This design comes from an exercise in tuning for small area and a short achievable clock period on the open sky130 flow, not from production work.
Only simulation tests tie the RTL to the original design; equivalence was not proved.
No driver is modelled on the clock port, so clocking that relies on it looks cheaper here than on a real chip.
No activity file was given, so power comes from the tool's default toggle rates.

**flow/config.mk**
```make
export PLATFORM = sky130hd
export DESIGN_NAME = systolic_4x4
export DESIGN_NICKNAME = systolic_4x4
export VERILOG_FILES = /design/flow/design.v
export SDC_FILE = /design/flow/constraint.sdc
export NUM_CORES = 4
export LEC_CHECK = 0
export CAP_MARGIN = 20
export CORE_MARGIN = 2
export CORE_UTILIZATION = 65
export CTS_BUF_LIST = sky130_fd_sc_hd__clkbuf_8 sky130_fd_sc_hd__clkbuf_16
export CTS_CLUSTER_DIAMETER = 80
export CTS_CLUSTER_SIZE = 24
export PLACE_DENSITY = 0.75
export SETUP_SLACK_MARGIN = 1.5
export SLEW_MARGIN = 20
export SYNTH_HIERARCHICAL = 1
export SYNTH_MINIMUM_KEEP_SIZE = 0
```
**flow/constraint.sdc**
```tcl
create_clock -name core_clock -period 5.5 [get_ports {clk}]
set_input_delay 1.1000 -clock core_clock [delete_from_list [all_inputs] [get_ports {clk}]]
set_output_delay 1.1000 -clock core_clock [all_outputs]
set_load 0.01 [all_outputs]
```
**flow/design.v**
```verilog
module PE_int8(input wire [15:0] acc, input wire [7:0] x, input wire [11:0] yb, output wire [15:0] s);
    wire n0;
    BSEL0 un0 (.one(yb[0]), .neg(yb[2]), .xa(x[0]), .pp(n0));
    wire n1;
    BSEL un1 (.one(yb[0]), .two(yb[1]), .neg(yb[2]), .xa(x[1]), .xb(x[0]), .pp(n1));
    wire n2;
    BSEL un2 (.one(yb[0]), .two(yb[1]), .neg(yb[2]), .xa(x[2]), .xb(x[1]), .pp(n2));
    wire n3;
    BSEL un3 (.one(yb[0]), .two(yb[1]), .neg(yb[2]), .xa(x[3]), .xb(x[2]), .pp(n3));
    wire n4;
    BSEL un4 (.one(yb[0]), .two(yb[1]), .neg(yb[2]), .xa(x[4]), .xb(x[3]), .pp(n4));
    wire n5;
    BSEL un5 (.one(yb[0]), .two(yb[1]), .neg(yb[2]), .xa(x[5]), .xb(x[4]), .pp(n5));
    wire n6;
    BSEL un6 (.one(yb[0]), .two(yb[1]), .neg(yb[2]), .xa(x[6]), .xb(x[5]), .pp(n6));
    wire n7;
    BSEL un7 (.one(yb[0]), .two(yb[1]), .neg(yb[2]), .xa(x[7]), .xb(x[6]), .pp(n7));
    wire n8;
    BSEL8N un8 (.one(yb[0]), .two(yb[1]), .neg(yb[2]), .xa(x[7]), .pp(n8));
    wire n9;
    BSEL0 un9 (.one(yb[3]), .neg(yb[5]), .xa(x[0]), .pp(n9));
    wire n10;
    BSEL un10 (.one(yb[3]), .two(yb[4]), .neg(yb[5]), .xa(x[1]), .xb(x[0]), .pp(n10));
    wire n11;
    BSEL un11 (.one(yb[3]), .two(yb[4]), .neg(yb[5]), .xa(x[2]), .xb(x[1]), .pp(n11));
    wire n12;
    BSEL un12 (.one(yb[3]), .two(yb[4]), .neg(yb[5]), .xa(x[3]), .xb(x[2]), .pp(n12));
    wire n13;
    BSEL un13 (.one(yb[3]), .two(yb[4]), .neg(yb[5]), .xa(x[4]), .xb(x[3]), .pp(n13));
    wire n14;
    BSEL un14 (.one(yb[3]), .two(yb[4]), .neg(yb[5]), .xa(x[5]), .xb(x[4]), .pp(n14));
    wire n15;
    BSEL un15 (.one(yb[3]), .two(yb[4]), .neg(yb[5]), .xa(x[6]), .xb(x[5]), .pp(n15));
    wire n16;
    BSEL un16 (.one(yb[3]), .two(yb[4]), .neg(yb[5]), .xa(x[7]), .xb(x[6]), .pp(n16));
    wire n17;
    BSEL8N un17 (.one(yb[3]), .two(yb[4]), .neg(yb[5]), .xa(x[7]), .pp(n17));
    wire n18;
    BSEL0 un18 (.one(yb[6]), .neg(yb[8]), .xa(x[0]), .pp(n18));
    wire n19;
    BSEL un19 (.one(yb[6]), .two(yb[7]), .neg(yb[8]), .xa(x[1]), .xb(x[0]), .pp(n19));
    wire n20;
    BSEL un20 (.one(yb[6]), .two(yb[7]), .neg(yb[8]), .xa(x[2]), .xb(x[1]), .pp(n20));
    wire n21;
    BSEL un21 (.one(yb[6]), .two(yb[7]), .neg(yb[8]), .xa(x[3]), .xb(x[2]), .pp(n21));
    wire n22;
    BSEL un22 (.one(yb[6]), .two(yb[7]), .neg(yb[8]), .xa(x[4]), .xb(x[3]), .pp(n22));
    wire n23;
    BSEL un23 (.one(yb[6]), .two(yb[7]), .neg(yb[8]), .xa(x[5]), .xb(x[4]), .pp(n23));
    wire n24;
    BSEL un24 (.one(yb[6]), .two(yb[7]), .neg(yb[8]), .xa(x[6]), .xb(x[5]), .pp(n24));
    wire n25;
    BSEL un25 (.one(yb[6]), .two(yb[7]), .neg(yb[8]), .xa(x[7]), .xb(x[6]), .pp(n25));
    wire n26;
    BSEL8N un26 (.one(yb[6]), .two(yb[7]), .neg(yb[8]), .xa(x[7]), .pp(n26));
    wire n27;
    BSEL0 un27 (.one(yb[9]), .neg(yb[11]), .xa(x[0]), .pp(n27));
    wire n28;
    BSEL un28 (.one(yb[9]), .two(yb[10]), .neg(yb[11]), .xa(x[1]), .xb(x[0]), .pp(n28));
    wire n29;
    BSEL un29 (.one(yb[9]), .two(yb[10]), .neg(yb[11]), .xa(x[2]), .xb(x[1]), .pp(n29));
    wire n30;
    BSEL un30 (.one(yb[9]), .two(yb[10]), .neg(yb[11]), .xa(x[3]), .xb(x[2]), .pp(n30));
    wire n31;
    BSEL un31 (.one(yb[9]), .two(yb[10]), .neg(yb[11]), .xa(x[4]), .xb(x[3]), .pp(n31));
    wire n32;
    BSEL un32 (.one(yb[9]), .two(yb[10]), .neg(yb[11]), .xa(x[5]), .xb(x[4]), .pp(n32));
    wire n33;
    BSEL un33 (.one(yb[9]), .two(yb[10]), .neg(yb[11]), .xa(x[6]), .xb(x[5]), .pp(n33));
    wire n34;
    BSEL un34 (.one(yb[9]), .two(yb[10]), .neg(yb[11]), .xa(x[7]), .xb(x[6]), .pp(n34));
    wire n35;
    BSEL8N un35 (.one(yb[9]), .two(yb[10]), .neg(yb[11]), .xa(x[7]), .pp(n35));
    wire n36 = ~n15;
    wire n37 = ~n15;
    wire n38 = ~n25;
    wire n39 = ~n34;
    wire n40, n41;
    HA un40 (.a(yb[8]), .b(n11), .s(n40), .co(n41));
    wire n42, n43;
    HA un42 (.a(n12), .b(n19), .s(n42), .co(n43));
    wire n44, n45;
    FA un44 (.a(yb[11]), .b(n13), .c(n20), .s(n44), .co(n45));
    wire n46, n47;
    HA un46 (.a(n27), .b(n6), .s(n46), .co(n47));
    wire n48, n49;
    FA un48 (.a(n14), .b(n21), .c(n28), .s(n48), .co(n49));
    wire n50, n51;
    HA un50 (.a(n7), .b(acc[7]), .s(n50), .co(n51));
    wire n52, n53;
    FA un52 (.a(n22), .b(n29), .c(n8), .s(n52), .co(n53));
    wire n54, n55;
    HA un54 (.a(n36), .b(acc[8]), .s(n54), .co(n55));
    wire n56, n57;
    FA un56 (.a(n16), .b(n23), .c(n30), .s(n56), .co(n57));
    wire n58, n59;
    HA un58 (.a(n37), .b(acc[9]), .s(n58), .co(n59));
    wire n60, n61;
    FA un60 (.a(n15), .b(n17), .c(n24), .s(n60), .co(n61));
    wire n62, n63;
    HA un62 (.a(n31), .b(acc[10]), .s(n62), .co(n63));
    wire n64, n65;
    HA un64 (.a(n32), .b(n38), .s(n64), .co(n65));
    wire n66, n67;
    HA un66 (.a(n25), .b(n26), .s(n66), .co(n67));
    wire n68, n69;
    HA un68 (.a(yb[5]), .b(n2), .s(n68), .co(n69));
    wire n70, n71;
    HA un70 (.a(n10), .b(n3), .s(n70), .co(n71));
    wire n72, n73;
    FA un72 (.a(n18), .b(n4), .c(acc[4]), .s(n72), .co(n73));
    wire n74, n75;
    FA un74 (.a(n5), .b(acc[5]), .c(n41), .s(n74), .co(n75));
    wire n76, n77;
    FA un76 (.a(acc[6]), .b(n43), .c(n46), .s(n76), .co(n77));
    wire n78, n79;
    FA un78 (.a(n47), .b(n45), .c(n48), .s(n78), .co(n79));
    wire n80, n81;
    FA un80 (.a(n49), .b(n51), .c(n52), .s(n80), .co(n81));
    wire n82, n83;
    FA un82 (.a(n53), .b(n55), .c(n56), .s(n82), .co(n83));
    wire n84, n85;
    FA un84 (.a(n57), .b(n59), .c(n60), .s(n84), .co(n85));
    wire n86, n87;
    FA un86 (.a(acc[11]), .b(n64), .c(n61), .s(n86), .co(n87));
    wire n88, n89;
    FA un88 (.a(n33), .b(acc[12]), .c(n65), .s(n88), .co(n89));
    wire n90, n91;
    HA un90 (.a(n39), .b(acc[13]), .s(n90), .co(n91));
    wire n92, n93;
    HA un92 (.a(n34), .b(n35), .s(n92), .co(n93));
    wire n94, n95;
    HA un94 (.a(yb[2]), .b(n0), .s(n94), .co(n95));
    wire n96, n97;
    HA un96 (.a(n1), .b(acc[1]), .s(n96), .co(n97));
    wire n98, n99;
    FA un98 (.a(n9), .b(acc[2]), .c(n68), .s(n98), .co(n99));
    wire n100, n101;
    FA un100 (.a(acc[3]), .b(n69), .c(n70), .s(n100), .co(n101));
    wire n102, n103;
    FA un102 (.a(n71), .b(n40), .c(n72), .s(n102), .co(n103));
    wire n104, n105;
    FA un104 (.a(n42), .b(n73), .c(n74), .s(n104), .co(n105));
    wire n106, n107;
    FA un106 (.a(n44), .b(n75), .c(n76), .s(n106), .co(n107));
    wire n108, n109;
    FA un108 (.a(n50), .b(n77), .c(n78), .s(n108), .co(n109));
    wire n110, n111;
    FA un110 (.a(n54), .b(n79), .c(n80), .s(n110), .co(n111));
    wire n112, n113;
    FA un112 (.a(n58), .b(n81), .c(n82), .s(n112), .co(n113));
    wire n114, n115;
    FA un114 (.a(n62), .b(n83), .c(n84), .s(n114), .co(n115));
    wire n116, n117;
    FA un116 (.a(n63), .b(n85), .c(n86), .s(n116), .co(n117));
    wire n118, n119;
    FA un118 (.a(n66), .b(n88), .c(n87), .s(n118), .co(n119));
    wire n120, n121;
    FA un120 (.a(n67), .b(n90), .c(n89), .s(n120), .co(n121));
    wire n122, n123;
    FA un122 (.a(acc[14]), .b(n92), .c(n91), .s(n122), .co(n123));
    wire n124 = acc[15] ^ n93;
    wire n125, n126;
    HA un125 (.a(acc[0]), .b(n94), .s(n125), .co(n126));
    wire n127, n128;
    HA un127 (.a(n95), .b(n96), .s(n127), .co(n128));
    wire n129, n130;
    HA un129 (.a(n97), .b(n98), .s(n129), .co(n130));
    wire n131, n132;
    HA un131 (.a(n99), .b(n100), .s(n131), .co(n132));
    wire n133, n134;
    HA un133 (.a(n101), .b(n102), .s(n133), .co(n134));
    wire n135, n136;
    HA un135 (.a(n103), .b(n104), .s(n135), .co(n136));
    wire n137, n138;
    HA un137 (.a(n105), .b(n106), .s(n137), .co(n138));
    wire n139, n140;
    HA un139 (.a(n107), .b(n108), .s(n139), .co(n140));
    wire n141, n142;
    HA un141 (.a(n109), .b(n110), .s(n141), .co(n142));
    wire n143, n144;
    HA un143 (.a(n111), .b(n112), .s(n143), .co(n144));
    wire n145, n146;
    HA un145 (.a(n113), .b(n114), .s(n145), .co(n146));
    wire n147, n148;
    HA un147 (.a(n115), .b(n116), .s(n147), .co(n148));
    wire n149, n150;
    HA un149 (.a(n117), .b(n118), .s(n149), .co(n150));
    wire n151, n152;
    HA un151 (.a(n120), .b(n119), .s(n151), .co(n152));
    wire n153, n154;
    HA un153 (.a(n122), .b(n121), .s(n153), .co(n154));
    wire n155 = n124 ^ n123;
    wire n156;
    GC111 un156 (.i0(n128), .i1(n127), .i2(n126), .o(n156));
    wire n157;
    GC111 un157 (.i0(n132), .i1(n131), .i2(n130), .o(n157));
    wire n158;
    PC11 un158 (.i0(n131), .i1(n129), .o(n158));
    wire n159;
    GC111 un159 (.i0(n136), .i1(n135), .i2(n134), .o(n159));
    wire n160;
    PC11 un160 (.i0(n135), .i1(n133), .o(n160));
    wire n161;
    GC111 un161 (.i0(n140), .i1(n139), .i2(n138), .o(n161));
    wire n162;
    PC11 un162 (.i0(n139), .i1(n137), .o(n162));
    wire n163;
    GC111 un163 (.i0(n144), .i1(n143), .i2(n142), .o(n163));
    wire n164;
    PC11 un164 (.i0(n143), .i1(n141), .o(n164));
    wire n165;
    GC111 un165 (.i0(n148), .i1(n147), .i2(n146), .o(n165));
    wire n166;
    PC11 un166 (.i0(n147), .i1(n145), .o(n166));
    wire n167;
    GC111 un167 (.i0(n152), .i1(n151), .i2(n150), .o(n167));
    wire n168;
    PC11 un168 (.i0(n151), .i1(n149), .o(n168));
    wire n169;
    GC110 un169 (.i0(n130), .i1(n129), .i2(n156), .o(n169));
    wire n170;
    GC000 un170 (.i0(n157), .i1(n158), .i2(n156), .o(n170));
    wire n171;
    GC110 un171 (.i0(n138), .i1(n137), .i2(n159), .o(n171));
    wire n172;
    PC10 un172 (.i0(n137), .i1(n160), .o(n172));
    wire n173;
    GC000 un173 (.i0(n161), .i1(n162), .i2(n159), .o(n173));
    wire n174;
    PC00 un174 (.i0(n162), .i1(n160), .o(n174));
    wire n175;
    GC110 un175 (.i0(n146), .i1(n145), .i2(n163), .o(n175));
    wire n176;
    PC10 un176 (.i0(n145), .i1(n164), .o(n176));
    wire n177;
    GC000 un177 (.i0(n165), .i1(n166), .i2(n163), .o(n177));
    wire n178;
    PC00 un178 (.i0(n166), .i1(n164), .o(n178));
    wire n179;
    GC110 un179 (.i0(n154), .i1(n153), .i2(n167), .o(n179));
    wire n180;
    PC10 un180 (.i0(n153), .i1(n168), .o(n180));
    wire n181;
    GC111 un181 (.i0(n134), .i1(n133), .i2(n170), .o(n181));
    wire n182;
    GC001 un182 (.i0(n159), .i1(n160), .i2(n170), .o(n182));
    wire n183;
    GC001 un183 (.i0(n171), .i1(n172), .i2(n170), .o(n183));
    wire n184;
    GC111 un184 (.i0(n173), .i1(n174), .i2(n170), .o(n184));
    wire n185;
    GC111 un185 (.i0(n150), .i1(n149), .i2(n177), .o(n185));
    wire n186;
    PC11 un186 (.i0(n149), .i1(n178), .o(n186));
    wire n187;
    GC001 un187 (.i0(n167), .i1(n168), .i2(n177), .o(n187));
    wire n188;
    PC01 un188 (.i0(n168), .i1(n178), .o(n188));
    wire n189;
    GC001 un189 (.i0(n179), .i1(n180), .i2(n177), .o(n189));
    wire n190;
    PC01 un190 (.i0(n180), .i1(n178), .o(n190));
    wire n191;
    GC110 un191 (.i0(n142), .i1(n141), .i2(n184), .o(n191));
    wire n192;
    GC000 un192 (.i0(n163), .i1(n164), .i2(n184), .o(n192));
    wire n193;
    GC000 un193 (.i0(n175), .i1(n176), .i2(n184), .o(n193));
    wire n194;
    GC110 un194 (.i0(n177), .i1(n178), .i2(n184), .o(n194));
    wire n195;
    GC000 un195 (.i0(n185), .i1(n186), .i2(n184), .o(n195));
    wire n196;
    GC000 un196 (.i0(n187), .i1(n188), .i2(n184), .o(n196));
    wire n197;
    GC000 un197 (.i0(n189), .i1(n190), .i2(n184), .o(n197));
    assign s[0] = n125;
    assign s[1] = n127 ^ n126;
    assign s[2] = n129 ^ ~n156;
    assign s[3] = n131 ^ ~n169;
    assign s[4] = n133 ^ n170;
    assign s[5] = n135 ^ ~n181;
    assign s[6] = n137 ^ ~n182;
    assign s[7] = n139 ^ ~n183;
    assign s[8] = n141 ^ ~n184;
    assign s[9] = n143 ^ ~n191;
    assign s[10] = n145 ^ n192;
    assign s[11] = n147 ^ n193;
    assign s[12] = n149 ^ ~n194;
    assign s[13] = n151 ^ n195;
    assign s[14] = n153 ^ n196;
    assign s[15] = n155 ^ ~n197;
endmodule
module FA(input wire a, input wire b, input wire c, output wire s, output wire co);
    assign s = a ^ b ^ c;
    assign co = (a & b) | (a & c) | (b & c);
endmodule
module HA(input wire a, input wire b, output wire s, output wire co);
    assign s = a ^ b;
    assign co = a & b;
endmodule
module BSEL(input wire one, input wire two, input wire neg, input wire xa, input wire xb, output wire pp);
    wire sn;
    BSELA ua (.one(one), .two(two), .xa(xa), .xb(xb), .sn(sn));
    BXNOR ux (.a(sn), .b(neg), .y(pp));
endmodule
module BSELA(input wire one, input wire two, input wire xa, input wire xb, output wire sn);
    assign sn = ~((one & xa) | (two & xb));
endmodule
module BXNOR(input wire a, input wire b, output wire y);
    assign y = ~(a ^ b);
endmodule
module BSEL0(input wire one, input wire neg, input wire xa, output wire pp);
    assign pp = (one & xa) ^ neg;
endmodule
module BSEL8N(input wire one, input wire two, input wire neg, input wire xa, output wire pp);
    assign pp = ~(((one | two) & xa) ^ neg);
endmodule
module BENC(input wire b2, input wire b1, input wire b0, output wire one, output wire two, output wire neg);
    assign one = b1 ^ b0;
    assign two = (b2 & ~b1 & ~b0) | (~b2 & b1 & b0);
    assign neg = b2;
endmodule
module GC000(input wire i0, input wire i1, input wire i2, output wire o);
    assign o = (~i0 | (~i1 & ~i2));
endmodule
module GC001(input wire i0, input wire i1, input wire i2, output wire o);
    assign o = ~(~i0 | (~i1 & i2));
endmodule
module GC110(input wire i0, input wire i1, input wire i2, output wire o);
    assign o = ~(i0 | (i1 & ~i2));
endmodule
module GC111(input wire i0, input wire i1, input wire i2, output wire o);
    assign o = ~(i0 | (i1 & i2));
endmodule
module PC00(input wire i0, input wire i1, output wire o);
    assign o = (~i0 & ~i1);
endmodule
module PC01(input wire i0, input wire i1, output wire o);
    assign o = ~(~i0 & i1);
endmodule
module PC10(input wire i0, input wire i1, output wire o);
    assign o = ~(i0 & ~i1);
endmodule
module PC11(input wire i0, input wire i1, output wire o);
    assign o = ~(i0 & i1);
endmodule
module systolic_4x4(    input  wire clk,
                        input  wire rst,
                        input  wire [31: 0] x_flat,    
                        input  wire [31: 0] y_flat,    
                        output wire [255:0] out_flat,  
                        output wire done
        );
    reg  [7:0]  xo  [15:0];
    reg  [11:0] yo  [15:0];      
    wire [11:0] ytop [3:0];      
    reg  [15:0] acc [15:0];
    reg  [15:0] out [15:0];
    wire [15:0] sum [15:0];      
    wire [15:0] out_d [15:0];
    reg  [3:0]  counter;
    reg         done_r;
    reg  [4:1]  warm;            
    reg  [15:0] keep;            
    assign done = done_r;
    wire snap = (counter == 4'd10);
    wire ld   = snap & ~rst;     
    wire kp   = ~snap & ~rst;    
    genvar gi, gj, gb;
    generate
        for (gj = 0; gj < 4; gj = gj + 1) begin : g_enc
            BENC e0 (.b2(y_flat[8*gj+1]), .b1(y_flat[8*gj+0]), .b0(1'b0),
                     .one(ytop[gj][0]), .two(ytop[gj][1]), .neg(ytop[gj][2]));
            BENC e1 (.b2(y_flat[8*gj+3]), .b1(y_flat[8*gj+2]), .b0(y_flat[8*gj+1]),
                     .one(ytop[gj][3]), .two(ytop[gj][4]), .neg(ytop[gj][5]));
            BENC e2 (.b2(y_flat[8*gj+5]), .b1(y_flat[8*gj+4]), .b0(y_flat[8*gj+3]),
                     .one(ytop[gj][6]), .two(ytop[gj][7]), .neg(ytop[gj][8]));
            BENC e3 (.b2(y_flat[8*gj+7]), .b1(y_flat[8*gj+6]), .b0(y_flat[8*gj+5]),
                     .one(ytop[gj][9]), .two(ytop[gj][10]), .neg(ytop[gj][11]));
        end
        for (gi = 0; gi < 4; gi = gi + 1) begin : g_row
            for (gj = 0; gj < 4; gj = gj + 1) begin : g_col
                localparam integer N = 4*gi + gj;
                localparam integer K = (gi > gj) ? gi : gj;
                always @(posedge clk) keep[N] <= ~rst & warm[K+1];
                wire [15:0] acc_in = acc[N] & {16{keep[N]}};
                PE_int8 pe (.acc(acc_in), .x(xo[N]), .yb(yo[N]), .s(sum[N]));
                for (gb = 0; gb < 16; gb = gb + 1) begin : g_bit
                    OMUX m (.s(sum[N][gb]), .o(out[N][gb]), .ld(ld), .kp(kp), .y(out_d[N][gb]));
                end
                assign out_flat[16*N +: 16] = out[N];
            end
        end
    endgenerate
    integer i, j;
    always @(posedge clk) begin
        for (i = 0; i < 4; i = i + 1)
            for (j = 0; j < 4; j = j + 1) begin
                xo[4*i+j] <= (j == 0) ? x_flat[8*i +: 8] : xo[4*i+j-1];
                yo[4*i+j] <= (i == 0) ? ytop[j] : yo[4*i+j-4];
            end
        for (i = 0; i < 16; i = i + 1) begin
            acc[i] <= sum[i];
            out[i] <= out_d[i];
        end
        warm <= rst ? 4'd0 : {warm[3:1], 1'b1};
        if (rst) begin
            done_r  <= 1'b0;
            counter <= 4'd0;
        end else if (snap) begin
            done_r  <= 1'b1;
            counter <= 4'd0;
        end else begin
            done_r  <= 1'b0;
            counter <= counter + 1'b1;
        end
    end
endmodule
module OMUX(input wire s, input wire o, input wire ld, input wire kp, output wire y);
    assign y = (s & ld) | (o & kp);
endmodule
```
**flow/flow/run.sh**
```bash
#!/bin/bash
# Layout flow:
#  1. the standard synthesis;
#  2. every combinational cell that synthesis mapped at a drive strength
#     above 1 is set to drive strength 1 (timing repair later sizes up what
#     needs it);
#  3. the standard floorplan, placement and clock tree, with the port
#     buffers made of sky130_fd_sc_hd__buf_1 cells;
#  4. the accumulator and out registers get their clock through a short
#     chain of clock cells per leaf clock net (skew for the MAC paths,
#     flow/skew.tcl);
#  5. the standard routing and finishing.
set -euo pipefail
bash standard.sh synth > synth.log 2>&1
openroad -no_init -exit flow/downsize.tcl > downsize.log 2>&1
export BUFFER_PORTS_ARGS="-buffer_cell sky130_fd_sc_hd__buf_1"
bash standard.sh cts > layout_cts.log 2>&1
openroad -no_init -exit flow/skew.tcl > skew.log 2>&1
bash standard.sh > layout.log 2>&1
```
**flow/flow/downsize.tcl**
```tcl
# Set combinational cells of 1_synth.odb to drive strength 1 where the
# library has that variant.  Registers, buffers and clock cells are left alone.
set r orfs/results/$::env(FLOW_PLATFORM)/systolic_4x4/base
read_db $r/1_synth.odb
set db [ord::get_db]
set n 0
set saved 0.0
foreach inst [[ord::get_db_block] getInsts] {
  set name [[$inst getMaster] getName]
  if {![regexp {^(sky130_fd_sc_hd__([a-z0-9]+))_([0-9]+)$} $name -> base kind drive]} { continue }
  if {$drive <= 1} { continue }
  if {[regexp {^(df|sdf|edf|dl|buf|clk|conb|tap|fill|decap|diode|lpflow|probe|bufbuf|bufinv)} $kind]} { continue }
  set m [$db findMaster ${base}_1]
  if {$m == "NULL" || $m == ""} { continue }
  set saved [expr {$saved + ([[$inst getMaster] getWidth] - [$m getWidth]) * [$m getHeight] / 1e6}]
  $inst swapMaster $m
  incr n
}
puts "downsized $n cells, [format %.1f $saved] um2"
write_db $r/1_synth.odb
```
**flow/flow/skew.tcl**
```tcl
# Clock skew for register-to-register paths inside the design: the
# accumulator and out registers, which capture the MAC result, take their
# clock through a short chain of clock cells per leaf clock net.  The accumulator outputs feed only the
# MAC (through the input gating), the out outputs only the output ports and
# their own hold path, so the later clock gives the MAC paths more time and
# takes it from the accumulator launch and from the output paths, which then
# have less slack.  Input paths are not affected.
set r orfs/results/$::env(FLOW_PLATFORM)/systolic_4x4/base
read_db $r/4_cts.odb
set db [ord::get_db]
set block [ord::get_db_block]
# Per leaf clock net that clocks accumulator or out registers: a common
# chain of clock cells (SKEW_COMMON) from the leaf net, then one chain for the
# accumulator registers (SKEW_CHAIN_ACC) and one for the out registers
# (SKEW_CHAIN_OUT); the last cell of each of these drives the registers.
proc envor {name def} { expr {[info exists ::env($name)] ? $::env($name) : $def} }
set common [envor SKEW_COMMON "sky130_fd_sc_hd__clkdlybuf4s50_1"]
set chains [dict create acc [envor SKEW_CHAIN_ACC "sky130_fd_sc_hd__clkbuf_8"] \
                        out [envor SKEW_CHAIN_OUT "sky130_fd_sc_hd__clkbuf_2 sky130_fd_sc_hd__clkbuf_8"]]
set added 0
set moved 0
proc centre {its} {
  set sx 0
  set sy 0
  foreach it $its {
    set l [[$it getInst] getLocation]
    set sx [expr {$sx + [lindex $l 0]}]
    set sy [expr {$sy + [lindex $l 1]}]
  }
  list [expr {$sx / [llength $its]}] [expr {$sy / [llength $its]}]
}
# a chain of cells from net $in, placed at $loc; returns the last net
proc chain {cells in loc tag} {
  global db block added
  set k 0
  foreach cell $cells {
    set master [$db findMaster $cell]
    set b [odb::dbInst_create $block $master "skewbuf_${tag}_$k"]
    $b setLocation [lindex $loc 0] [lindex $loc 1]
    $b setPlacementStatus PLACED
    set nn [odb::dbNet_create $block "skewnet_${tag}_$k"]
    $nn setSigType CLOCK
    foreach mt [$master getMTerms] {
      set sig [$mt getSigType]
      if {$sig == "POWER" || $sig == "GROUND"} { continue }
      set bit [$b findITerm [$mt getName]]
      if {[$mt getIoType] == "INPUT"} { $bit connect $in } else { $bit connect $nn }
    }
    set in $nn
    incr k
    incr added
  }
  return $in
}
set clknets {}
foreach net [$block getNets] {
  if {[$net getSigType] == "CLOCK"} { lappend clknets $net }
}
set n 0
foreach net $clknets {
  set drv ""
  set sinks [dict create acc {} out {}]
  foreach it [$net getITerms] {
    if {[$it isOutputSignal]} { set drv $it; continue }
    set inst [$it getInst]
    if {[regexp {^(acc|out)\\?\[} [$inst getName] -> grp] && [[$it getMTerm] getName] == "CLK"} {
      dict lappend sinks $grp $it
    }
  }
  set all [concat [dict get $sinks acc] [dict get $sinks out]]
  if {$drv == "" || [llength $all] == 0} { continue }
  set base [chain $common $net [centre $all] "c$n"]
  foreach grp {acc out} {
    set its [dict get $sinks $grp]
    if {[llength $its] == 0} { continue }
    set last [chain [dict get $chains $grp] $base [centre $its] "${grp}$n"]
    foreach it $its { $it disconnect; $it connect $last; incr moved }
  }
  incr n
}
puts "skew buffers added: $added, register clock pins moved: $moved"
# power pins of the new cells
foreach inst [$block getInsts] {
  if {![string match skewbuf_* [$inst getName]]} { continue }
  foreach it [$inst getITerms] {
    set s [[$it getMTerm] getSigType]
    if {$s == "POWER"} { $it connect [$block findNet VDD] }
    if {$s == "GROUND"} { $it connect [$block findNet VSS] }
  }
}
detailed_placement
check_placement
write_db $r/4_cts.odb
```
**flow/standard.sh**
```bash
#!/bin/bash
# synth_recipe.tcl (not shown) runs the flow's synth.tcl, then flattens the netlist and writes it again
# the make line also repeats each setting of config.mk as NAME=value (left out here)
make -C /OpenROAD-flow-scripts/flow DESIGN_CONFIG=/design/flow/config.mk WORK_HOME=/design/flow/orfs CLKGATE_MAP_FILE= SYNTH_SCRIPT=/design/flow/synth_recipe.tcl "${@:-finish}"
```
==> impl_metrics.py, run 1 <==
metrics = {
    "timing": {
        "final.setup.worst_slack_ns": 2.158,
        "slew-limit-headroom_pct": 37.71,
        "layout_min_cycle_time_ns": 3.342,
        "timing.final.hold_violations": 0,
        "final_max_slew_viol_count": 0,
        "grt_setup_unrepaired": "no",
        "post_route_skew_ns": 0.8811,
        "finalCritPeriodShare_pct": 60.76,
        "worst-slew-pin-transition_ns": 0.9343,
        "final-setup-viol-count": 0,
        "fmax_ghz": 0.2992,
    },
    "clock_network": {
        "cts.sink_count": 845,
        "setup_fix_buffers_added_after_clock_tree_synthesis": 0,
        "cts_tree": "done",
        "clock_tree.root_cell": "sky130_fd_sc_hd__clkbuf_16",
        "cts-htree-levels": 2,
        "cts_inserted_buffers": 49,
        "clock_latency_ns": 1.47,
        "cts.reportedPaths.clkPinSlew_ns": 0.08,
        "buffers_from_clock_root_to_sink_at_most": 3,
    },
    "power_and_ir_drop": {
        "peakVddDrop_uv": 839.5,
        "power-per-cell-area_nw_per_um2": 567.3,
        "static-leakage-power_nw": 24.67,
    },
    "place": {
        "dp.cells": 6065,
        "gp_congestion": 0.9303,
        "post-dp-hpwl_um": 90260,
        "place_ws_ns": 1.050,
        "detailed_place.area_um2": 54320,
        "io_buffers": 322,
    },
    "final_layout": {
        "design.final.nets": 6216,
        "final_cell_area_um2": 58100,
        "post_layout_nonfiller_instances": 6317,
        "drive_above_1_share_pct": 7.539,
        "finish.utilization_pct": 73.55,
        "flow.area_growth_from_synthesis_pct": 11.94,
    },
    "route": {
        "drt-initial-drc-count": 2501,
        "first_pass_iters": 6,
        "routed_wl_um": 124100,
        "drtAntennaViolNets": 0,
        "post-route-drc-count": 0,
        "avgViaCountPerCell": 5.900,
        "detail_route.wl_per_cell_um": 19.64,
        "routed-via-count": 37270,
    },
    "die": {
        "die_w_um": 286.6,
        "core_um2": 79000,
        "fp.dieH_um": 286.6,
        "num_rows": 103,
        "floorplan.die_area_um2": 82130,
        "effective_utilization_at_floorplan_pct": 65.70,
        "floorplan.io_pins": 323,
    },
    "critical_path": {
        "critPathMaxFanout": 9,
        "setup.worst_path.start_class": "flip-flop",
        "worst_ep_required_time_ns": 6.77,
        "criticalPathCategory": "flip-flop to flip-flop",
        "worst-endpoint-arrival_ns": 4.61,
        "endpoint_kind": "flip-flop",
    },
    "synth": {
        "synthesis.area_per_instance_um2": 10.99,
        "mappedNetlistArea_um2": 51910,
        "ys.warnings.count": 15,
        "synthCells": 4723,
    },
    "global_routing": {
        "grt.overflow.total": 0,
        "grt_first_pass_wirelength_um": 202700,
        "grt_use_total_pct": 30.35,
        "grt_antenna_before_repair": 1,
        "number_of_global_route_vias_before_repair": 38720,
        "grt_max_degree": 169,
    },
    "run_status": {
        "run_status": "complete, no violations",
    },
    "hold_path": {
        "min_path_type": "flip-flop to flip-flop",
    },
    "flow_run": {
        "maxCapViolations": 0,
    },
}
## stage by stage
stage | hold WS (ns) | setup TNS, ns | total power [mW]
floorplan | 0.4138 | -142.70 | 21.90
global placement | 0.4391 | 0 | 25.25
detailed placement | 0.4461 | 0 | 25.75
CTS | 0.4335 | 0 | 30.19
global route | 0.2178 | 0 | 35.76
finish | 0.1443 | 0 | 32.96
## flip-flops by register name, summed over array words and instances, names as in the netlist
signal and flops:
acc 256, out 256, yo 192, xo 128
counter 4, keep 4, warm 4, done_r 1
## what timing repair did
action | 4_1_cts | 5_1_grt
endpoints found under the setup margin | 187 | 0
gates resized for setup | 182 | 0
hold buffers | 0 | 0
## where the power goes
group / internal, mW / leakage, nW / switching (mW)
logic: 7.51 / 15.9 / 10.3
registers: 7.57 / 7.03 / 0.719
clock network: 3.88 / 1.75 / 2.95
total: 19.0 / 24.7 / 14.0
## path summary, 6_finish.rpt
path | startpoint | end | slack [ns] | depth (start not counted)
setup / recovery | xo[9][7] | out[9][15] | 2.16 | 13
hold / removal | xo[15][0] | acc[15][0] | 0.14 | 4
setup reg to reg | xo[9][7] | out[9][15] | 2.16 | 13
hold reg to reg | xo[15][0] | acc[15][0] | 0.14 | 4
## layer usage
metal,GRT usage (%),vias up,part of all wire [%]
met2,49.92,1182,47
met3,3.506,290,4.9
met4,13.42,0,4.4
met5,0,-,0
met1,40.52,18280,43
li1,-,17520,-
## layout make-up
type / instances / area [µm²]
Antenna cell: 1 / 2.502
Fill cell: 5743 / 20900
Clock inverter: 26 / 284.0
Timing Repair Buffer: 340 / 1394
Buffer: 170 / 1815
Multi-Input combinational cell: 3619 / 34050
Sequential cell: 845 / 17110
Inverter: 211 / 799.5
Tap cell: 1050 / 1314
Clock buffer: 55 / 1331
## cells in the final DEF, fill, tap and decap left out, types with 96 or more instances in the layout
| cell type | instances |
|---|---|
| sky130_fd_sc_hd__nand2b_1 | 96 |
| sky130_fd_sc_hd__xor2_1 | 176 |
| sky130_fd_sc_hd__o21ai_1 | 192 |
| sky130_fd_sc_hd__inv_1 | 213 |
| sky130_fd_sc_hd__a22o_1 | 256 |
| sky130_fd_sc_hd__dfxtp_1 | 690 |
| sky130_fd_sc_hd__a22oi_1 | 448 |
| sky130_fd_sc_hd__and2_1 | 256 |
| sky130_fd_sc_hd__ha_1 | 482 |
| sky130_fd_sc_hd__nand2_1 | 194 |
| sky130_fd_sc_hd__dfxtp_2 | 155 |
| sky130_fd_sc_hd__xnor2_1 | 686 |
| sky130_fd_sc_hd__fa_1 | 432 |
| sky130_fd_sc_hd__a21oi_1 | 241 |
| sky130_fd_sc_hd__buf_1 | 322 |
## worst max-delay path, cell delays in order, from the launching register on
cell	delay, ns
sky130_fd_sc_hd__dfxtp_2	0.47
sky130_fd_sc_hd__a22oi_1	0.14
sky130_fd_sc_hd__xnor2_1	0.31
sky130_fd_sc_hd__fa_1	0.47
sky130_fd_sc_hd__fa_1	0.51
sky130_fd_sc_hd__fa_1	0.42
sky130_fd_sc_hd__ha_1	0.34
sky130_fd_sc_hd__a21oi_1	0.28
sky130_fd_sc_hd__o21ai_1	0.21
sky130_fd_sc_hd__a21boi_1	0.19
sky130_fd_sc_hd__o21ai_1	0.10
sky130_fd_sc_hd__xnor2_1	0.17
sky130_fd_sc_hd__xnor2_1	0.12
sky130_fd_sc_hd__a22o_1	0.24
==> inputs of run 2 (changes only) <==
--- a/flow/flow/run.sh
+++ b/flow/flow/run.sh
@@ -11,3 +11,4 @@
 #     flow/skew.tcl);
-#  5. the standard routing and finishing.
+#  5. the standard routing and finishing (timing repair aiming at
+#     2.4 ns of setup slack).
 set -euo pipefail
@@ -18,2 +19,2 @@
 openroad -no_init -exit flow/skew.tcl > skew.log 2>&1
-bash standard.sh > layout.log 2>&1
+bash standard.sh SETUP_SLACK_MARGIN=2.4 > layout.log 2>&1
==> impl_metrics.py, run 2 <==
metrics = {
    "final_layout": {
        "flow.area_growth_from_synthesis_pct": 18.69,
        "design.final.nets": 6299,
        "final_common_cell": "sky130_fd_sc_hd__xnor2_1",
        "drive_above_1_share_pct": 19.39,
        "reg.largest.list": "acc: 256 flops, out: 256 flops, yo: 192 flops",
        "fillCellCount": 5102,
        "most_frequent_cells_in_the_layout": "sky130_fd_sc_hd__xnor2_1 (647), sky130_fd_sc_hd__dfxtp_1 (515), sky130_fd_sc_hd__fa_1 (425)",
        "antenna-diode-count": 0,
        "finish.utilization_pct": 77.98,
        "final_cell_area_um2": 61610,
    },
    "route": {
        "avgViaCountPerCell": 5.971,
        "post-route-drc-count": 0,
        "drt-initial-drc-count": 2505,
        "routed_wl_um": 130800,
        "detailroute.wirelength.met3_um": 6784,
        "route.layer.met1.wl_um": 54980,
        "drtAntennaViolNets": 0,
        "met2RoutedLength_um": 62870,
        "routed.top_layer": "met4",
        "first_pass_iters": 6,
        "detail_route.wl_per_cell_um": 20.44,
        "routed-via-count": 38210,
    },
    "die": {
        "core_um2": 79000,
        "fp.dieH_um": 286.6,
        "floorplan.die_area_um2": 82130,
        "effective_utilization_at_floorplan_pct": 65.70,
        "die_w_um": 286.6,
        "floorplan.io_pins": 323,
        "num_rows": 103,
    },
    "place": {
        "detailed_place.area_um2": 54320,
        "gp_congestion": 0.9303,
        "post-dp-hpwl_um": 90260,
        "place_ws_ns": 1.050,
        "io_buffers": 322,
    },
    "run_status": {
        "run_status": "complete, no violations",
    },
    "clock_network": {
        "cts.sink_count": 845,
        "buffers_from_clock_root_to_sink_at_most": 3,
        "clock_tree.root_cell": "sky130_fd_sc_hd__clkbuf_16",
        "cts_tree": "done",
        "cts_inserted_buffers": 49,
        "clock_latency_ns": 1.48,
        "cts-htree-levels": 2,
        "cts.reportedPaths.clkPinSlew_ns": 0.09,
    },
    "critical_path": {
        "worst_ep_required_time_ns": 6.77,
        "criticalPathCategory": "flip-flop to flip-flop",
        "worstReg2RegEnd": "out[5][9]",
        "endpoint_kind": "flip-flop",
        "register_to_register_setup_slack_ns": 2.38,
        "setup.worst_path.start_class": "flip-flop",
        "critPathMaxFanout": 6,
        "regToRegStartpoint": "yo[5][6]",
        "worst-endpoint-arrival_ns": 4.39,
        "reg2regPathDepth": 14,
    },
    "timing": {
        "fin_tns_setup_ns": 0,
        "post_route_skew_ns": 0.8853,
        "slew-limit-headroom_pct": 37.74,
        "final-setup-viol-count": 0,
        "worst-slew-pin-transition_ns": 0.9339,
        "fin_worst_hold_slack_ns": 0.09234,
        "finalCritPeriodShare_pct": 56.74,
        "layout_min_cycle_time_ns": 3.121,
        "timing.final.hold_violations": 0,
        "grt_setup_unrepaired": "yes",
        "final_max_slew_viol_count": 0,
        "final.setup.worst_slack_ns": 2.379,
        "fmax_ghz": 0.3204,
    },
    "hold_path": {
        "hold_path_end": "acc[15][0]",
        "min_path_type": "flip-flop to flip-flop",
        "holdCritStartpoint": "xo[15][0]",
        "hold_depth": 4,
    },
    "synth": {
        "mappedNetlistArea_um2": 51910,
        "ys.warnings.count": 15,
        "synthesis.area_per_instance_um2": 10.99,
        "synthCells": 4723,
    },
    "global_routing": {
        "grt_antenna_before_repair": 1,
        "grt_use_total_pct": 30.35,
        "number_of_global_route_vias_before_repair": 38720,
        "grt.overflow.total": 0,
        "grt_max_degree": 169,
        "grt_first_pass_wirelength_um": 202700,
    },
    "flow_run": {
        "maxCapViolations": 0,
    },
    "power_and_ir_drop": {
        "power-per-cell-area_nw_per_um2": 607.2,
        "peakVddDrop_uv": 940.9,
        "static-leakage-power_nw": 25.71,
    },
}
[run 2: per-layer routing]
| layer | GRT usage, % | vias to the layer above |
|---|---|---|
| met1 | 40.52 | 18830 |
| met4 | 13.42 | 0 |
| met3 | 3.506 | 345 |
| met2 | 49.92 | 1329 |
| li1 | - | 17710 |
| met5 | 0 | - |
[run 2: worst max-delay path: stages (launching register included)]
cell and delay (ns):
sky130_fd_sc_hd__dfxtp_4 0.38, sky130_fd_sc_hd__a22oi_2 0.24, sky130_fd_sc_hd__xnor2_2 0.12, sky130_fd_sc_hd__fa_1 0.57
sky130_fd_sc_hd__fa_1 0.45, sky130_fd_sc_hd__fa_1 0.61, sky130_fd_sc_hd__ha_4 0.23, sky130_fd_sc_hd__a21oi_2 0.14
sky130_fd_sc_hd__o21ai_2 0.08, sky130_fd_sc_hd__a21oi_4 0.24, sky130_fd_sc_hd__buf_12 0.15, sky130_fd_sc_hd__inv_1 0.05
sky130_fd_sc_hd__a21oi_2 0.13, sky130_fd_sc_hd__xnor2_1 0.10, sky130_fd_sc_hd__a22o_1 0.24
[run 2: power by group]
part	total (mW)	internal, mW	switching (mW)
Clock	6.86	3.88	2.98
Sequential	8.31	7.56	0.750
Combinational	22.2	9.98	12.3
[run 2: how the worst max path moves through the flow]
| stage | slack (ns) | cells after the start | startpoint | end |
|---|---|---|---|---|
| floorplan | -0.56 | 3 | rst | out[0][0] |
| global placement | 1.10 | 12 | yo[8][5] | out[8][15] |
| detailed placement | 1.05 | 13 | xo[6][5] | out[6][15] |
| CTS | 1.49 | 12 | yo[6][2] | out[6][15] |
| global route | 2.29 | 13 | xo[4][4] | out[4][15] |
| finish | 2.38 | 14 | yo[5][6] | out[5][9] |
[run 2: metrics by stage]
| stage | instances | total power [mW] |
|---|---|---|
| final | 6399 | 37.41 |
| after global placement | 6065 | 25.25 |
| after global routing | 6399 | 40.17 |
| after detailed placement | 6065 | 25.75 |
| after floorplan | 4734 | 21.90 |
| after CTS | 6146 | 30.19 |
[run 2: area by class of cell]
type	instances	area (µm²)	share of cell area, %
plain buffers	170	1815	2.947
clock buffers	55	1331	2.161
clock inverters	26	284.0	0.4610
inverters	211	799.5	1.298
multi-input cells	3619	36260	58.86
flip-flops and latches	845	17650	28.65
well taps	1050	1314	2.132
repair buffers	423	2153	3.495
[run 2: timing repair]
action,4_1_cts,5_1_grt
gates resized for setup,182,743
pin swaps,0,158
setup endpoints to repair,187,288
hold endpoints to repair,0,0
buffers inserted,0,83
hold buffers,0,0
==> inputs of run 3 (changes only) <==
--- a/flow/config.mk
+++ b/flow/config.mk
@@ -18 +18,2 @@
 export SYNTH_MINIMUM_KEEP_SIZE = 0
+export TNS_END_PERCENT = 20
==> impl_metrics.py, run 3 <==
metrics = {
    "timing": {
        "fmax_ghz": 0.3180,
        "timing.final.hold_violations": 0,
        "grt_setup_unrepaired": "yes",
        "layout_min_cycle_time_ns": 3.145,
        "fin_tns_setup_ns": 0,
        "worst-slew-pin-transition_ns": 1.083,
        "post_route_skew_ns": 0.8671,
        "slew-limit-headroom_pct": 27.82,
        "finalCritPeriodShare_pct": 57.18,
        "final-setup-viol-count": 0,
        "final_max_slew_viol_count": 0,
    },
    "power_and_ir_drop": {
        "total_power_mw": 36.99,
        "combinationalPowerShare_pct": 59.1,
        "peakVddDrop_uv": 836.2,
        "power-per-cell-area_nw_per_um2": 606.4,
        "static-leakage-power_nw": 25.33,
        "power.switching_fraction_pct": 42.57,
        "seqPwrFrac_pct": 22.5,
        "power.switching_mw": 15.74,
        "part_of_the_power_in_the_clock_network_pct": 18.4,
        "internal_power_mw": 21.24,
    },
    "die": {
        "die_w_um": 286.6,
        "fp.dieH_um": 286.6,
        "floorplan.die_area_um2": 82130,
        "effective_utilization_at_floorplan_pct": 65.70,
        "core_um2": 79000,
        "num_rows": 103,
        "floorplan.io_pins": 323,
    },
    "route": {
        "post-route-drc-count": 0,
        "first_pass_iters": 8,
        "routed_wl_um": 130000,
        "drtAntennaViolNets": 0,
        "drt-initial-drc-count": 2488,
        "routed-via-count": 37850,
        "avgViaCountPerCell": 5.929,
        "detail_route.wl_per_cell_um": 20.37,
    },
    "global_routing": {
        "grt.overflow.total": 0,
        "grt_max_degree": 171,
        "grt_antenna_before_repair": 2,
        "grt_use_total_pct": 30.42,
        "grt_first_pass_wirelength_um": 202900,
        "number_of_global_route_vias_before_repair": 38940,
    },
    "final_layout": {
        "final_common_cell": "sky130_fd_sc_hd__xnor2_1",
        "post_layout_nonfiller_instances": 6383,
        "finish.utilization_pct": 77.22,
        "final_cell_area_um2": 61000,
        "fillCellCount": 5128,
        "flow.area_growth_from_synthesis_pct": 17.52,
        "most_frequent_cells_in_the_layout": "sky130_fd_sc_hd__xnor2_1 (652), sky130_fd_sc_hd__dfxtp_1 (537), sky130_fd_sc_hd__fa_1 (430)",
        "design.final.nets": 6285,
        "reg.largest.list": "acc: 256 flops, out: 256 flops, yo: 192 flops",
        "drive_above_1_share_pct": 16.70,
    },
    "run_status": {
        "run_status": "complete, no violations",
    },
    "clock_network": {
        "cts-htree-levels": 2,
        "clock_latency_ns": 1.46,
        "cts.reportedPaths.clkPinSlew_ns": 0.07,
        "cts.sink_count": 845,
        "cts_tree": "done",
        "clock_tree.root_cell": "sky130_fd_sc_hd__clkbuf_16",
        "cts_inserted_buffers": 48,
        "buffers_from_clock_root_to_sink_at_most": 3,
    },
    "critical_path": {
        "worst-endpoint-arrival_ns": 2.04,
        "endpoint_kind": "output pin",
        "criticalPathCategory": "flip-flop to output pin",
        "worstPathBufferInverterCount": 1,
        "register_to_register_setup_slack_ns": 2.40,
        "max_stage_delay_ns": 0.33,
        "cell_class_contributing_the_biggest_share_of_worst_path_delay": "flip-flops",
        "critPathMaxFanout": 2,
        "crit_chain": "buf_1",
        "cpMaxStageDelayCell": "sky130_fd_sc_hd__dfxtp_1",
        "setup.worst_path.start_class": "flip-flop",
        "worst_ep_required_time_ns": 4.40,
    },
    "synth": {
        "ys.warnings.count": 15,
        "synthCells": 4723,
        "synthesis.area_per_instance_um2": 10.99,
        "mappedNetlistArea_um2": 51910,
    },
    "hold_path": {
        "min_path_type": "flip-flop to flip-flop",
    },
    "place": {
        "detailed_place.area_um2": 54300,
        "post-dp-hpwl_um": 89640,
        "io_buffers": 322,
        "gp_congestion": 0.9330,
        "dp.cells": 6066,
    },
    "flow_run": {
        "maxCapViolations": 0,
    },
}
-- run 3: timing repair --
action | CTS | global route
endpoints found under the setup margin | 199 | 315
setup buffers | 2 | 67
hold buffers | 0 | 0
resized for setup | 159 | 614
pin swaps | 0 | 126
-- run 3: power by group through the flow --
stage / logic, mW / clock network, mW / registers (mW)
finish: 21.8 / 6.82 / 8.32
global route: 24.2 / 7.18 / 8.45
CTS: 17.8 / 4.12 / 8.27
detailed placement: 17.4 / 0 / 8.40
global placement: 17.0 / 0 / 8.36
floorplan: 13.8 / 0 / 8.10
-- run 3: worst paths after layout --
check / start / endpoint / depth (start not counted)
worst max-delay path: out[5][9] / out_flat[89] / 1
worst min register to register: keep[1] / acc[5][0] / 2
worst max register to register: xo[4][6] / out[4][15] / 14
worst min-delay path: keep[1] / acc[5][0] / 2
-- run 3: per-layer routing --
metal | part of all wire [%] | global-route usage [%] | vias up
met1 | 42 | 39.95 | 18710
met2 | 49 | 50.69 | 1209
met4 | 3.8 | 12.53 | 2
li1 | - | - | 17650
met3 | 5.5 | 4.205 | 277
met5 | 0.0077 | 0 | -
-- run 3: layout make-up --
cell class / count / area (µm²) / area share [%]
tap: 1050 / 1314 / 2.154
antenna: 3 / 7.507 / 0.01231
inverter: 211 / 799.5 / 1.311
buffer: 170 / 1810 / 2.968
timing repair buffer: 410 / 1926 / 3.157
multi-input combinational: 3619 / 35990 / 58.99
clock inverter: 24 / 294.0 / 0.4820
clock buffer: 51 / 1254 / 2.055
sequential: 845 / 17610 / 28.87
-- run 3: through the flow --
step	hold slack, ns	setup WS [ns]
final	0.1643	2.355
after global routing	0.2107	2.255
after CTS	0.4187	1.321
after detailed placement	0.4456	1.005
after global placement	0.4351	1.074
after floorplan	0.4138	-0.5574
==> inputs of run 4 (changes only) <==
--- a/flow/config.mk
+++ b/flow/config.mk
@@ -13,2 +13,3 @@
 export CTS_CLUSTER_SIZE = 24
+export HOLD_SLACK_MARGIN = 0.1
 export PLACE_DENSITY = 0.75
@@ -18,2 +19 @@
 export SYNTH_MINIMUM_KEEP_SIZE = 0
-export TNS_END_PERCENT = 20
==> impl_metrics.py, run 4 <==
metrics = {
    "power_and_ir_drop": {
        "peakVddDrop_uv": 940.9,
        "static-leakage-power_nw": 25.71,
        "power-per-cell-area_nw_per_um2": 607.2,
        "total_power_mw": 37.41,
    },
    "run_status": {
        "run_status": "complete, no violations",
    },
    "critical_path": {
        "cpMaxStageDelayCell": "sky130_fd_sc_hd__fa_1",
        "worst_ep_required_time_ns": 6.77,
        "crit_chain": "a22oi_2, xnor2_2, fa_1, fa_1, fa_1, ha_4, a21oi_2, o21ai_2, a21oi_4, buf_12, inv_1, a21oi_2, xnor2_1, a22o_1",
        "worst-endpoint-arrival_ns": 4.39,
        "criticalPathCategory": "flip-flop to flip-flop",
        "max_stage_delay_ns": 0.61,
        "setup.worst_path.start_class": "flip-flop",
        "cpMostUsedCell": "sky130_fd_sc_hd__fa_1",
        "critPathMaxFanout": 6,
        "endpoint_kind": "flip-flop",
    },
    "synth": {
        "ys.warnings.count": 15,
        "mappedNetlistArea_um2": 51910,
        "synthCells": 4723,
        "synthesis.area_per_instance_um2": 10.99,
    },
    "route": {
        "routed_wl_um": 130800,
        "first_pass_iters": 6,
        "drtAntennaViolNets": 0,
        "routed-via-count": 38210,
        "drt-initial-drc-count": 2505,
        "avgViaCountPerCell": 5.971,
        "post-route-drc-count": 0,
        "detail_route.wl_per_cell_um": 20.44,
    },
    "clock_network": {
        "cts-htree-levels": 2,
        "cts_tree": "done",
        "clock_tree.root_cell": "sky130_fd_sc_hd__clkbuf_16",
        "cts_inserted_buffers": 49,
        "clock_latency_ns": 1.48,
        "cts.reportedPaths.clkPinSlew_ns": 0.09,
        "cts.sink_count": 845,
        "buffers_from_clock_root_to_sink_at_most": 3,
    },
    "global_routing": {
        "grt_first_pass_wirelength_um": 202700,
        "grt_use_total_pct": 30.35,
        "number_of_global_route_vias_before_repair": 38720,
        "grt_max_degree": 169,
        "grt_antenna_before_repair": 1,
        "grt.overflow.total": 0,
    },
    "timing": {
        "grt_setup_unrepaired": "yes",
        "post_route_skew_ns": 0.8853,
        "fmax_ghz": 0.3204,
        "finalCritPeriodShare_pct": 56.74,
        "timing.final.hold_violations": 0,
        "final.setup.worst_slack_ns": 2.379,
        "slew-limit-headroom_pct": 37.74,
        "worst-slew-pin-transition_ns": 0.9339,
        "layout_min_cycle_time_ns": 3.121,
        "final-setup-viol-count": 0,
        "final_max_slew_viol_count": 0,
    },
    "die": {
        "effective_utilization_at_floorplan_pct": 65.70,
        "core_um2": 79000,
        "floorplan.die_area_um2": 82130,
        "fp.dieH_um": 286.6,
        "floorplan.io_pins": 323,
        "num_rows": 103,
        "die_w_um": 286.6,
    },
    "final_layout": {
        "flow.area_growth_from_synthesis_pct": 18.69,
        "final_common_cell": "sky130_fd_sc_hd__xnor2_1",
        "final_cell_area_um2": 61610,
        "reg.largest.list": "acc: 256 flops, out: 256 flops, yo: 192 flops",
        "most_frequent_cells_in_the_layout": "sky130_fd_sc_hd__xnor2_1 (647), sky130_fd_sc_hd__dfxtp_1 (515), sky130_fd_sc_hd__fa_1 (425)",
        "antenna-diode-count": 0,
        "fillCellCount": 5102,
        "drive_above_1_share_pct": 19.39,
        "design.final.nets": 6299,
    },
    "flow_run": {
        "maxCapViolations": 0,
    },
    "place": {
        "post-dp-hpwl_um": 90260,
        "detailed_place.area_um2": 54320,
        "place_ws_ns": 1.050,
        "io_buffers": 322,
        "gp_congestion": 0.9303,
    },
    "hold_path": {
        "min_path_type": "flip-flop to flip-flop",
    },
}
run 4: area by class of cell:
type / count / area (µm²) / share of cell area [%]
clock inverter: 26 / 284.0 / 0.4610
clock buffer: 55 / 1331 / 2.161
sequential: 845 / 17650 / 28.65
tap: 1050 / 1314 / 2.132
buffer: 170 / 1815 / 2.947
multi-input combinational: 3619 / 36260 / 58.86
timing repair buffer: 423 / 2153 / 3.495
inverter: 211 / 799.5 / 1.298
run 4: worst max-delay path: cells and delay by family, from the launching register on:
kind,cells,cell delay (ns)
AOI/OAI and AO/OA,6,1.07
adders and majority gates,4,1.86
buffers and inverters,2,0.20
DFF,1,0.38
xor gates and xnor gates,2,0.22
run 4: final timing paths:
path / start / cells past startpoint / slack (ns) / to
max reg2reg: yo[5][6] / 14 / 2.38 / out[5][9]
min reg2reg: xo[15][0] / 4 / 0.09 / acc[15][0]
max: yo[5][6] / 14 / 2.38 / out[5][9]
min: xo[15][0] / 4 / 0.09 / acc[15][0]
run 4: through the flow:
step           TNS, ns  hold slack [ns]  utilization, %  cells
3_5_place_dp         0           0.4461           68.76   6065
2_1_floorplan  -142.70           0.4138               -   4734
5_1_grt              0           0.1532           77.98   6399
6_report             0          0.09234           77.98   6399
3_3_place_gp         0           0.4391           68.76   6065
4_1_cts              0           0.4335           71.25   6146
run 4: metal layers:
metal | GRT usage (%) | vias up | part of all wire (%) | wire length (µm)
met5 | 0 | - | 0 | 0
met1 | 40.52 | 18830 | 42 | 54980
met2 | 49.92 | 1329 | 48 | 62870
met4 | 13.42 | 0 | 4.7 | 6144
met3 | 3.506 | 345 | 5.2 | 6784
li1 | - | 17710 | - | -
run 4: power by group:
part | internal, mW | switching [mW]
clock | 3.88 | 2.98
sequential | 7.56 | 0.750
combinational | 9.98 | 12.3
total | 21.4 | 16.0
run 4: what timing repair did:
item	4_1_cts	5_1_grt
hold buffers	0	0
gates resized for setup	182	743
endpoints found under the setup margin	187	288
buffers inserted	0	83
pin swaps	0	158
==> inputs of run 5 (changes only) <==
--- a/flow/config.mk
+++ b/flow/config.mk
@@ -13,3 +13,2 @@
 export CTS_CLUSTER_SIZE = 24
-export HOLD_SLACK_MARGIN = 0.1
 export PLACE_DENSITY = 0.75
@@ -19 +18,2 @@
 export SYNTH_MINIMUM_KEEP_SIZE = 0
+export TNS_END_PERCENT = 5
==> impl_metrics.py, run 5 <==
metrics = {
    "final_layout": {
        "drive_above_1_share_pct": 15.30,
        "flow.area_growth_from_synthesis_pct": 16.37,
        "design.final.nets": 6270,
        "final_cell_area_um2": 60410,
        "final_common_cell": "sky130_fd_sc_hd__xnor2_1",
        "reg.largest.list": "acc: 256 flops, out: 256 flops, yo: 192 flops",
        "most_frequent_cells_in_the_layout": "sky130_fd_sc_hd__xnor2_1 (656), sky130_fd_sc_hd__dfxtp_1 (542), sky130_fd_sc_hd__ha_1 (435)",
    },
    "global_routing": {
        "grt_use_total_pct": 30.32,
        "grt_first_pass_wirelength_um": 202400,
        "number_of_global_route_vias_before_repair": 38860,
        "grt.overflow.total": 0,
        "grt_max_degree": 171,
        "grt_antenna_before_repair": 1,
    },
    "clock_network": {
        "cts_tree": "done",
        "cts_hold_buffers": 0,
        "cts.sink_count": 845,
        "cts.reportedPaths.clkPinSlew_ns": 0.07,
        "buffers_from_clock_root_to_sink_at_most": 3,
        "clock_tree.root_cell": "sky130_fd_sc_hd__clkbuf_16",
        "cts-htree-levels": 2,
        "clock_latency_ns": 1.44,
        "cts_inserted_buffers": 48,
    },
    "route": {
        "routed_wl_um": 128600,
        "avgViaCountPerCell": 5.924,
        "drtAntennaViolNets": 0,
        "drt-initial-drc-count": 2495,
        "post-route-drc-count": 0,
        "detail_route.wl_per_cell_um": 20.19,
        "first_pass_iters": 6,
        "routed-via-count": 37720,
    },
    "die": {
        "num_rows": 103,
        "effective_utilization_at_floorplan_pct": 65.70,
        "fp.dieH_um": 286.6,
        "floorplan.die_area_um2": 82130,
        "floorplan.io_pins": 323,
        "core_um2": 79000,
        "die_w_um": 286.6,
    },
    "critical_path": {
        "worst-endpoint-arrival_ns": 2.04,
        "criticalPathCategory": "flip-flop to output pin",
        "endpoint_kind": "output pin",
        "worst_ep_required_time_ns": 4.40,
        "cell_class_contributing_the_biggest_share_of_worst_path_delay": "buffers and inverters",
        "cpMaxStageDelayCell": "sky130_fd_sc_hd__buf_1",
        "setup.worst_path.start_class": "flip-flop",
        "worstPathBufferInverterCount": 1,
        "critPathMaxFanout": 2,
        "max_stage_delay_ns": 0.33,
        "crit_chain": "buf_1",
    },
    "power_and_ir_drop": {
        "power-per-cell-area_nw_per_um2": 597.8,
        "total_power_mw": 36.11,
        "power.switching_fraction_pct": 42.54,
        "combinationalPowerShare_pct": 58.2,
        "peakVddDrop_uv": 804.6,
        "static-leakage-power_nw": 25.21,
        "power.switching_mw": 15.36,
        "part_of_the_power_in_the_clock_network_pct": 18.8,
        "seqPwrFrac_pct": 23.0,
        "internal_power_mw": 20.75,
    },
    "place": {
        "io_buffers": 322,
        "post-dp-hpwl_um": 89640,
        "gp_congestion": 0.9330,
        "detailed_place.area_um2": 54300,
    },
    "timing": {
        "slew-limit-headroom_pct": 15.74,
        "fin_tns_setup_ns": 0,
        "post_route_skew_ns": 0.8475,
        "final-setup-viol-count": 0,
        "finalCritPeriodShare_pct": 57.14,
        "timing.final.hold_violations": 0,
        "fin_worst_hold_slack_ns": 0.1729,
        "grt_setup_unrepaired": "yes",
        "fmax_ghz": 0.3182,
        "worst-slew-pin-transition_ns": 1.264,
        "final_max_slew_viol_count": 0,
        "layout_min_cycle_time_ns": 3.143,
    },
    "synth": {
        "ys.warnings.count": 15,
        "synthCells": 4723,
        "synthesis.area_per_instance_um2": 10.99,
        "mappedNetlistArea_um2": 51910,
    },
    "flow_run": {
        "maxCapViolations": 0,
    },
    "hold_path": {
        "min_path_type": "flip-flop to flip-flop",
    },
    "run_status": {
        "run_status": "complete, no violations",
    },
}
## run 5: what timing repair did
item | 4_1_cts | 5_1_grt
pin swaps | 0 | 93
hold endpoints to repair | 0 | 0
gates resized for setup | 106 | 571
setup buffers | 2 | 52
endpoints found under the setup margin | 199 | 313
## run 5: power by group through the flow
stage	sequential, mW	clock, mW	combinational (mW)
floorplan	8.10	0	13.8
CTS	8.27	4.12	17.8
detailed placement	8.40	0	17.4
global route	8.45	7.18	23.3
global placement	8.36	0	17.0
finish	8.32	6.79	21.0
## run 5: final timing paths
check	start	to	slack (ns)	depth (start not counted)
setup / recovery	out[10][2]	out_flat[162]	2.36	1
hold reg to reg	keep[0]	acc[0][15]	0.17	3
setup reg to reg	xo[1][5]	out[1][11]	2.39	13
hold / removal	keep[0]	acc[0][15]	0.17	3
## run 5: per-layer routing
| layer | routed length (µm) | global-route usage, % | share of wire [%] |
|---|---|---|---|
| met2 | 62600 | 50.39 | 49 |
| met3 | 6584 | 4.189 | 5.1 |
| met4 | 5037 | 12.70 | 3.9 |
| met1 | 54350 | 39.87 | 42 |
| met5 | 0 | 0 | 0 |
## run 5: area by class of cell
type                       count  area, µm²
multi-input combinational   3619      35570
fill                        5279      18590
sequential                   845      17550
buffer                       170       1810
timing repair buffer         395       1807
tap                         1050       1314
clock buffer                  51       1254
inverter                     211      799.5
clock inverter                24      294.0
antenna                        3      7.507
## run 5: through the flow
| step | util (%) | cells | worst slack, ns |
|---|---|---|---|
| 4_1_cts | 70.97 | 6143 | 1.316 |
| 5_1_grt | 76.45 | 6365 | 2.260 |
| 2_1_floorplan | - | 4734 | -0.5574 |
| 6_report | 76.46 | 6368 | 2.357 |
| 3_3_place_gp | 68.74 | 6066 | 1.074 |
| 3_5_place_dp | 68.74 | 6066 | 1.005 |
==> inputs of run 6 (changes only) <==
--- a/flow/flow/run.sh
+++ b/flow/flow/run.sh
@@ -12,3 +12,3 @@
 #  5. the standard routing and finishing (timing repair aiming at
-#     2.4 ns of setup slack).
+#     2.7 ns of setup slack).
 set -euo pipefail
@@ -19,2 +19,2 @@
 openroad -no_init -exit flow/skew.tcl > skew.log 2>&1
-bash standard.sh SETUP_SLACK_MARGIN=2.4 > layout.log 2>&1
+bash standard.sh SETUP_SLACK_MARGIN=2.7 > layout.log 2>&1
--- a/flow/config.mk
+++ b/flow/config.mk
@@ -18,2 +18,2 @@
 export SYNTH_MINIMUM_KEEP_SIZE = 0
-export TNS_END_PERCENT = 5
+export TNS_END_PERCENT = 20
==> impl_metrics.py, run 6 <==
metrics = {
    "global_routing": {
        "grt_use_total_pct": 30.42,
        "grt_first_pass_wirelength_um": 202900,
        "number_of_global_route_vias_before_repair": 38940,
        "grt_max_degree": 171,
        "grt_antenna_before_repair": 1,
        "grt.overflow.total": 0,
    },
    "critical_path": {
        "endpoint_kind": "flip-flop",
        "regToRegStartpoint": "acc[9][9]",
        "critPathMaxFanout": 4,
        "worstPathBufferInverterCount": 1,
        "cpMaxStageDelayCell": "sky130_fd_sc_hd__fa_1",
        "worstReg2RegEnd": "out[9][13]",
        "crit_chain": "and2_1, ha_1, fa_1, fa_1, ha_4, nand2_4, o21ai_4, buf_6, a21oi_2, o21ai_1, xor2_1, a22o_1",
        "worst_ep_required_time_ns": 6.89,
        "worst-endpoint-arrival_ns": 4.56,
        "cpMostUsedCell": "sky130_fd_sc_hd__fa_1",
        "criticalPathCategory": "flip-flop to flip-flop",
        "reg2regPathDepth": 12,
        "max_stage_delay_ns": 0.55,
        "setup.worst_path.start_class": "flip-flop",
        "register_to_register_setup_slack_ns": 2.33,
        "cell_class_contributing_the_biggest_share_of_worst_path_delay": "adder cells",
    },
    "synth": {
        "ys.warnings.count": 15,
        "mappedNetlistArea_um2": 51910,
        "synthesis.area_per_instance_um2": 10.99,
        "synthCells": 4723,
    },
    "hold_path": {
        "min_path_type": "flip-flop to flip-flop",
        "hold_path_end": "acc[5][0]",
        "hold_depth": 2,
        "holdCritStartpoint": "keep[1]",
    },
    "timing": {
        "slew-limit-headroom_pct": 19.71,
        "timing.final.hold_violations": 0,
        "final_max_slew_viol_count": 0,
        "layout_min_cycle_time_ns": 3.168,
        "finalCritPeriodShare_pct": 57.60,
        "worst-slew-pin-transition_ns": 1.204,
        "post_route_skew_ns": 0.8674,
        "final.setup.worst_slack_ns": 2.332,
        "final-setup-viol-count": 0,
        "grt_setup_unrepaired": "yes",
        "fmax_ghz": 0.3156,
    },
    "clock_network": {
        "cts_tree": "done",
        "clock_tree.root_cell": "sky130_fd_sc_hd__clkbuf_16",
        "buffers_from_clock_root_to_sink_at_most": 3,
        "clock_latency_ns": 1.47,
        "cts_inserted_buffers": 48,
        "cts-htree-levels": 2,
        "cts.sink_count": 845,
        "cts_hold_buffers": 0,
        "cts.reportedPaths.clkPinSlew_ns": 0.08,
    },
    "route": {
        "routed_wl_um": 139600,
        "drtAntennaViolNets": 0,
        "first_pass_iters": 7,
        "post-route-drc-count": 0,
        "routed-via-count": 39180,
        "detail_route.wl_per_cell_um": 21.49,
        "drt-initial-drc-count": 2704,
        "avgViaCountPerCell": 6.031,
    },
    "final_layout": {
        "design.final.nets": 6400,
        "reg.largest.list": "acc: 256 flops, out: 256 flops, yo: 192 flops",
        "final_common_cell": "sky130_fd_sc_hd__xnor2_1",
        "post_layout_nonfiller_instances": 6497,
        "finish.utilization_pct": 80.93,
        "flow.area_growth_from_synthesis_pct": 23.17,
        "drive_above_1_share_pct": 24.11,
        "most_frequent_cells_in_the_layout": "sky130_fd_sc_hd__xnor2_1 (622), sky130_fd_sc_hd__dfxtp_1 (526), sky130_fd_sc_hd__fa_1 (413)",
    },
    "die": {
        "effective_utilization_at_floorplan_pct": 65.70,
        "floorplan.io_pins": 323,
        "die_w_um": 286.6,
        "core_um2": 79000,
        "floorplan.die_area_um2": 82130,
        "fp.dieH_um": 286.6,
        "num_rows": 103,
    },
    "power_and_ir_drop": {
        "peakVddDrop_uv": 973.8,
        "power-per-cell-area_nw_per_um2": 660.5,
        "total_power_mw": 42.23,
        "static-leakage-power_nw": 26.31,
    },
    "place": {
        "place_ws_ns": 1.005,
        "gp_congestion": 0.9330,
        "dp.cells": 6066,
        "io_buffers": 322,
        "post-dp-hpwl_um": 89640,
    },
    "run_status": {
        "run_status": "complete, no violations",
    },
    "flow_run": {
        "maxCapViolations": 0,
    },
}
-- run 6: tightest hold or removal path: stages (launching register included) --
cell,delay [ns]
sky130_fd_sc_hd__dfxtp_4,0.50
sky130_fd_sc_hd__and2_1,0.17
sky130_fd_sc_hd__ha_1,0.16
-- run 6: stage by stage --
stage	hold WS, ns	setup TNS, ns	instance area, µm²
after detailed placement	0.4456	0	54300
after CTS	0.4187	0	56170
final	0.1760	0	63940
after global placement	0.4351	0	54300
after floorplan	0.4138	-142.70	51980
after global routing	0.2121	0	63930
-- run 6: routing by layer --
layer | track usage (%) | share of wire (%) | up-vias | wire length (µm)
li1 | - | - | 17900 | -
met3 | 4.205 | 5.6 | 333 | 7818
met5 | 0 | 0 | - | 0
met1 | 39.95 | 40 | 19530 | 56500
met2 | 50.69 | 50 | 1427 | 69370
met4 | 12.53 | 4.3 | 0 | 5946
-- run 6: how the worst max path moves through the flow --
| stage | slack (ns) | start | to | depth (start not counted) |
|---|---|---|---|---|
| 6_report | 2.33 | acc[9][9] | out[9][13] | 12 |
| 5_1_grt | 2.23 | yo[14][9] | out[14][14] | 14 |
| 3_5_place_dp | 1.01 | xo[1][4] | out[1][15] | 13 |
| 2_1_floorplan | -0.56 | rst | out[0][0] | 3 |
| 4_1_cts | 1.32 | yo[3][3] | out[3][15] | 14 |
| 3_3_place_gp | 1.07 | yo[5][6] | out[5][15] | 13 |
-- run 6: layout make-up --
cell class	instances	area, µm²
tap	1050	1314
antenna	2	5.005
clock buffer	51	1254
inverter	211	804.5
buffer	170	1810
fill	4622	15060
clock inverter	24	294.0
multi-input combinational	3619	37810
timing repair buffer	525	2927
sequential	845	17720
-- run 6: what timing repair did --
action | CTS | global route
cloned | 0 | 0
buffers inserted | 2 | 182
gates resized for setup | 159 | 1044
pin swaps | 0 | 340
endpoints found under the setup margin | 199 | 540
-- run 6: power breakdown --
| group | leakage (nW) | internal [mW] | total, mW | switching, mW |
|---|---|---|---|---|
| Clock | 1.71 | 3.86 | 6.86 | 2.99 |
| Combinational | 17.5 | 12.6 | 27.0 | 14.5 |
| Sequential | 7.09 | 7.56 | 8.33 | 0.770 |
| Total | 26.3 | 24.0 | 42.2 | 18.2 |

Re-timed with assumed drivers on the ports (clkbuf_16 on the clock, buf_2 on other inputs), run 6 has 2.280 ns of setup slack against 2.332 ns with ideal ports, and 2.092 ns once port delays also move by the mid clock arrival of 1.099 ns. Its clock arrivals span 0.658 to 1.540 ns, so the last figure is rough.
